Background: an optimization exercise with open tools, aiming at a short achievable clock period and few clock cycles. Do not read the settings as production practice.
The RTL was checked by simulation tests, not by an equivalence proof against the original design.
Power and IR drop assume default switching activity.

==> flow/design.v, too long to show whole: its modules and the start of the top module <==
// module CPU: 1082 lines
// module CPU_nxt: 303 lines
// module CPU_spc: 27 lines
// module CPU_act: 162 lines
// module CPU_nxp: 99 lines
// module CPU_seq: 180 lines
module CPU
  ( input             clk
  , input             rst
  , output     [15:0] addr
  , input      [ 7:0] data_in
  , output     [ 7:0] data_out
  , output            rd_enable
  , output            wr_enable
  , input      [7:0]  int_pending
  , output     [7:0]  int_clear
  );
  // ...
==> flow/flow/run.sh <==
#!/bin/bash
# Standard ORFS layout through the standard.sh (its synthesis script,
# the design's constraints), with a tighter setup target for the timing
# repair steps (SETUP_SLACK_MARGIN=8) so that the layout is optimised well
# beyond the 10 ns clock. Make's output goes to flow_make.log; ORFS writes
# each tool's log under orfs/logs/.
set -euo pipefail
bash standard.sh SETUP_SLACK_MARGIN=8 finish > flow_make.log 2>&1
==> flow/standard.sh <==
#!/bin/bash
# synth_recipe.tcl (not shown) runs the flow's synth.tcl, then flattens the netlist and writes it again
# the make line also repeats each setting of config.mk as NAME=value (left out here)
make -C /OpenROAD-flow-scripts/flow DESIGN_CONFIG=/design/flow/config.mk WORK_HOME=/design/flow/orfs CLKGATE_MAP_FILE= SYNTH_SCRIPT=/design/flow/synth_recipe.tcl "${@:-finish}"
==> flow/config.mk <==
export PLATFORM = sky130hd
export DESIGN_NAME = CPU
export DESIGN_NICKNAME = CPU
export VERILOG_FILES = /design/flow/design.v
export SDC_FILE = /design/flow/constraint.sdc
export NUM_CORES = 8
export LEC_CHECK = 0
export CAP_MARGIN = 20
export CORE_MARGIN = 2
export CORE_UTILIZATION = 40
export SLEW_MARGIN = 20
export SYNTH_HIERARCHICAL = 1
==> flow/constraint.sdc <==
create_clock -name core_clock -period 10.0 [get_ports {clk}]
set_input_delay 2.0000 -clock core_clock [delete_from_list [all_inputs] [get_ports {clk}]]
set_output_delay 2.0000 -clock core_clock [all_outputs]
set_load 0.01 [all_outputs]
==> results.txt, run 1 <==
| Group | Parameter | This run |
|---|---|---|
| setup path | Critical path's most frequent cell | buf_16 |
| timing | Minimum hold slack | 515 ps |
| run status | Result of the run | timing/DRC/antenna clean |
| floorplan | Top-level I/O count | 52 |
| setup path | WP buf/inv | 4 |
| grt | Met3 Resource Use GR | 0.144 |
| pwr | Sequential cell fraction of total power | 0.189 |
| pwr | Sw Ratio | 0.479 |
| clocking | TritonCTS Sinks | 736 |
| setup path | R2r startpoint | u[4] |
| placement | Number of input and output port buffers inserted | 48 |
| layout | End-of-flow core utilization | 0.612 |
| layout | Most common library cell in the layout ignoring fill and taps | buf_4 |
| job | MaxCap Viol Count | 0 |
| floorplan | Total number of placement rows | 134 |
| setup path | Required time of the critical path | 10550 ps |
| clocking | Root Buffer | clkbuf_16 |
| setup path | Number of cells on the worst reg-to-reg path | 12 |
| setup path | End of the critical path | addr_r[1] |
| layout | Non-clock buffer contribution to total cell area | 0.193 |
| timing | Fin. Hold Viols | 0 |
| worst hold path | Tightest Hold Check Type | flip-flop to flip-flop |
| layout | Total of fill cells in the finished design | 10500 |
| floorplan | N_taps | 1768 |
| layout | Nets | 7353 |
| clocking | Maximum clock path buffer count | 3 |
| pwr | Clock Power Share | 0.121 |
| layout | Multi-input logic portion of the cell area | 0.499 |
| clocking | Clock tree from TritonCTS | done |
| clocking | Post-CTS Setup Bufs | 596 |
| pwr | Worst IR drop on VDD | 0.000208 V |
| synth | Mean area per synthesized cell | 8.46 µm² |
| placement | Minimum setup slack after placement | 4650 ps |
Testbench counts, summed over its fixed seeds: cycles 1,280,129.
==> run 2, diff against run 1 <==
--- a/flow/config.mk
+++ b/flow/config.mk
@@ -7,6 +7,6 @@
 export LEC_CHECK = 0
 export CAP_MARGIN = 20
 export CORE_MARGIN = 2
-export CORE_UTILIZATION = 40
+export CORE_UTILIZATION = 35
 export SLEW_MARGIN = 20
 export SYNTH_HIERARCHICAL = 1
==> results.txt, run 2 <==
| Group | Parameter | This run | Change |
|---|---|---|---|
| run status | Result of the run | timing/DRC/antenna clean | unchanged |
| clocking | Clock-pin slew reported for the worst setup and hold paths after clock tree synthesis | 70 ps | about the same |
| worst hold path | Tightest Hold Check Type | flip-flop to flip-flop | unchanged |
| drt | Antenna Nets Post-Route | 0 | unchanged |
| clocking | Number of H-tree branching levels | 3 | unchanged |
| setup path | Worst endpoint data arrival time | 4470 ps | was 4290 ps |
| pwr | Logic pwr share | 0.680 | was 0.690 |
| pwr | Overall power | 27800 µW | was 29400 µW |
| layout | Layout area overhead | 49.6% | was 51.7% |
| setup path | Flop-to-flop setup slack | 6190 ps | was 6250 ps |
| placement | GPL Wtd Cong | 1.02 | was 1.03 |
| layout | FF/Latch Area | 18800 µm² | about the same |
| layout | Total of fill cells in the finished design | 13100 | was 10500 |
| drt | Number of detailed-route iterations in the first pass | 8 | was 11 |
| layout | Final cell count without fillers | 9275 | was 9089 |
| clocking | TritonCTS Sinks | 736 | unchanged |
| grt | Largest net degree at the start of global routing | 58 | was 56 |
| setup path | Capture instance of the worst register-to-register path | addr_r[13] | was addr_r[1] |
| setup path | Crit path cell chain | inv_4, ha_4, or3b_4, nor4b_4, o2111ai_4, or3_4, buf_4, buf_6, buf_6, nor3_2, nor2_1, a311oi_2, o22a_4, a222oi_1, buf_4, a211o_1, nand4_1 | was buf_12, buf_16, buf_16, a211oi_1, nor3_1, nor4b_1, nand2_1, o21ai_1, o221a_4, clkinv_2, a221oi_1, nand4_1 |
| layout | Fraction of layout cells with a size suffix above 1 | 0.423 | was 0.429 |
| synth | Synthesized instance count | 6370 | unchanged |
| grt | Antenna violations before repair | 27 | was 24 |
| placement | Number of input and output port buffers inserted | 48 | unchanged |
| setup path | CP max stage delay | 470 ps | was 520 ps |
| floorplan | Initial Util | 0.353 | was 0.403 |
| timing | Peak clock frequency supported by timing | 0.262 GHz | was 0.267 GHz |
| clocking | Clock buffers created by TritonCTS | 85 | was 88 |
| setup path | Slowest stage cell on the critical path | or3_4 | was nor4b_1 |
| floorplan | Placeable Area | 152000 µm² | was 134000 µm² |
| setup path | Required time of the critical path | 10650 ps | was 10550 ps |
| drt | Via count of the routed design | 61800 | was 63300 |
| timing | Final critical path time including I/O delays and setup | 3810 ps | was 3750 ps |
| synth | Area of the mapped netlist | 53900 µm² | unchanged |
| drt | Wire length per cell after detailed routing | 34.6 µm | was 36.7 µm |
| timing | Actual transition at the worst max-transition pin | 1040 ps | was 1290 ps |
| floorplan | Top-level I/O count | 52 | unchanged |
| timing | Max_slew headroom | 0.297 | was 0.130 |
| timing | Fin. Hold Viols | 0 | unchanged |
| pwr | Net switching component of the power | 13300 µW | was 14100 µW |
| pwr | Internal power | 14500 µW | was 15300 µW |
| pwr | Worst IR drop on VDD | 0.000255 V | was 0.000208 V |
| floorplan | Die height | 396 µm | was 371 µm |
| grt | Number of global-route vias before repair | 56400 | was 56000 |
| grt | Global-route wire length before repair | 430000 µm | was 428000 µm |
| timing | Clock Skews | 58.4 ps | was 75.0 ps |
| clocking | Post-CTS Hold Fix Bufs | 0 | unchanged |
| timing | Tcrit/Tclk final | 0.381 | was 0.375 |
| setup path | Path type of the worst setup path | flip-flop to flip-flop | unchanged |
| setup path | End of the critical path | addr_r[13] | was addr_r[1] |
| setup path | Sort of element at the end of the critical path | flip-flop | unchanged |
| timing | Number of pins with negative max-slew slack in the final report | 0 | unchanged |
| setup path | Startpoint type of the worst setup path | flip-flop | unchanged |
| layout | Leading cell types in the layout, fill and taps excluded | buf_4 (611), nand2_1 (477), nor2_1 (410) | was buf_4 (660), nand2_1 (463), nor2_1 (408) |
| worst hold path | Launch point of the worst hold path | u[63] | was ip_r[2] |
| clocking | Insertion delay of the later-clocked pin in the worst-skew pair | 780 ps | was 770 ps |
| drt | Wire length after detailed routing | 321000 µm | was 334000 µm |
| clocking | Clock tree from TritonCTS | done | unchanged |
| setup path | R2r startpoint | sp[0] | was u[4] |
| setup path | Largest fanout of any net on the critical path | 4 | was 16 |
| pwr | Power density cells | 345 nW/µm² | was 359 nW/µm² |
| pwr | Sequential cell fraction of total power | 0.197 | was 0.189 |
| clocking | Root Buffer | clkbuf_16 | unchanged |
| placement | Final HPWL DP | 186000 µm | was 184000 µm |
| timing | Setup violations, final | 0 | unchanged |
| setup path | Number of cells on the worst reg-to-reg path | 17 | was 12 |
| setup path | Critical path launch point | sp[0] | was u[4] |
| job | MaxCap Viol Count | 0 | unchanged |
| timing | RSZ-0062 raised after global routing | yes | unchanged |
| timing | Accumulated negative setup slack | 0 ps | unchanged |
| drt | DRC | 0 | unchanged |
| floorplan | Total number of placement rows | 143 | was 134 |
| pwr | Clock Power Share | 0.123 | was 0.121 |
| synth | Mean area per synthesized cell | 8.46 µm² | unchanged |
| floorplan | Area enclosed by the die boundary | 157000 µm² | was 138000 µm² |
| floorplan | Chip Width | 396 µm | was 371 µm |
| grt | Sum of overflow across all layers after global routing | 0 | unchanged |
| drt | Vias per cell | 6.66 | was 6.97 |
| layout | Nets | 7292 | was 7353 |
| clocking | Maximum clock path buffer count | 3 | unchanged |
| pwr | Static leakage | 0.0310 µW | was 0.0321 µW |
| placement | Number of placed cells counting well taps | 8066 | was 7795 |
| drt | Number of design-rule violations left by the first detailed-router iteration | 10300 | was 11400 |
| synth | YS warnings | 8 | unchanged |
| layout | Footprint of the multi-input gates | 40600 µm² | was 40800 µm² |
| pwr | Sw Ratio | 0.479 | about the same |
| layout | Most common library cell in the layout ignoring fill and taps | buf_4 | unchanged |
| grt | Total routing resource utilization after global routing | 0.378 | was 0.435 |
-- run 2: changes by cell type in the layout (fill, tap and decap cells not counted), sizes merged, moves of 2 or more --
cell      change
diode        -11
o21ai         +2
buf          -53
bufinv        -3
clkbuf       -14
and3          +2
clkinvlp      -3
mux2          -2
inv           +6
nand2b        +5
clkinv        -3
-- run 2: worst min path at each step --
| stage | depth (start not counted) | endpoint | slack (ps) |
|---|---|---|---|
| after floorplan | 1 | ime | 400 |
| after global placement | 1 | ime | 450 |
| after detailed placement | 1 | ime | 460 |
| after CTS | 1 | ime | 470 |
| after global routing | 1 | ime | 510 |
| final | 1 | ime | 500 |
-- run 2: worst max-delay path, delay by kind of cell (launching register included) --
| kind | cells | cell delay, ps |
|---|---|---|
| and+or+nand+nor | 6 | 1500 |
| buffers and inverters | 5 | 600 |
| AOI/OAI and AO/OA | 5 | 1140 |
| adders and majority gates | 1 | 130 |
| DFF | 1 | 370 |
-- run 2: stage by stage --
stage | setup slack (ps) | instance area (µm²) | hold slack (ps) | util
finish | 6190 | 80600 | 504 | 0.529
global route | 6130 | 80600 | 509 | 0.529
CTS | 6390 | 75900 | 475 | 0.498
detailed placement | 4750 | 57300 | 456 | 0.376
floorplan | 6370 | 58300 | 401 | -
global placement | 4800 | 57300 | 454 | 0.376
-- run 2: area by class of cell --
| type | count | share of cell area |
|---|---|---|
| Timing Repair inverter | 5 | 0.00123 |
| Sequential cell | 736 | 0.233 |
| Antenna cell | 7 | 0.000217 |
| Clock buffer | 119 | 0.0300 |
| Inverter | 197 | 0.0112 |
| Tap cell | 2030 | 0.0315 |
| Multi-Input combinational cell | 4913 | 0.503 |
| Timing Repair Buffer | 1228 | 0.183 |
| Clock inverter | 40 | 0.00652 |
-- run 2: what timing repair did --
| action | CTS | global route |
|---|---|---|
| cloned | 103 | 21 |
| pin swaps | 487 | 424 |
| buffers inserted | 712 | 207 |
| resized for setup | 1868 | 579 |
| endpoints found under the setup margin | 979 | 741 |
-- run 2: routing by layer --
layer,global-route usage,vias to the layer above,routed length [µm]
li1,-,24800,-
met5,0,-,206
met4,0.268,28,32400
met1,0.469,29600,113000
met3,0.137,1844,48300
met2,0.541,5441,128000
-- run 2: power by group through the flow --
| stage | clock network (µW) | registers [µW] | logic, µW |
|---|---|---|---|
| after floorplan | 0 | 4900 | 7790 |
| after global placement | 0 | 5440 | 11100 |
| after detailed placement | 0 | 5460 | 11100 |
| after CTS | 3390 | 5340 | 16500 |
| after global routing | 3510 | 5490 | 19300 |
| final | 3410 | 5480 | 18900 |

## what the ideal ports hide
How much do the figures lean on ideal ports? The routed layouts below were timed once more, with nothing changed but the port constraints.
Step 1 (the two cells are an assumption about what drives the block):
set clk [get_ports {clk}]
set_driving_cell -lib_cell sky130_fd_sc_hd__clkbuf_16 $clk
set_driving_cell -lib_cell sky130_fd_sc_hd__buf_2 [delete_from_list [all_inputs] $clk]
Step 2 times the ports against the registers' clock, not the clock port: input delays grow and output delays shrink by t, the midpoint of the rising clock arrivals with the driver on.
Three values: ideal, step 1, step 2; two values: the first two.
run	shift t [ns]	setup slack, ns	hold WS [ns]	worst setup path after step 2	pins driven straight from the clock port
run 1	0.821	6.255 / 6.109 / 5.289	0.515 / 0.515 / 0.515	input to register	1
run 2	0.822	6.189 / 6.189 / 5.637	0.504 / 0.504 / 0.504	input to register	1
After both steps setup and hold are still met in every run listed. The setup slack of run 1, which loses most, moves by -0.146 ns with the drivers and by -0.966 ns with both steps.
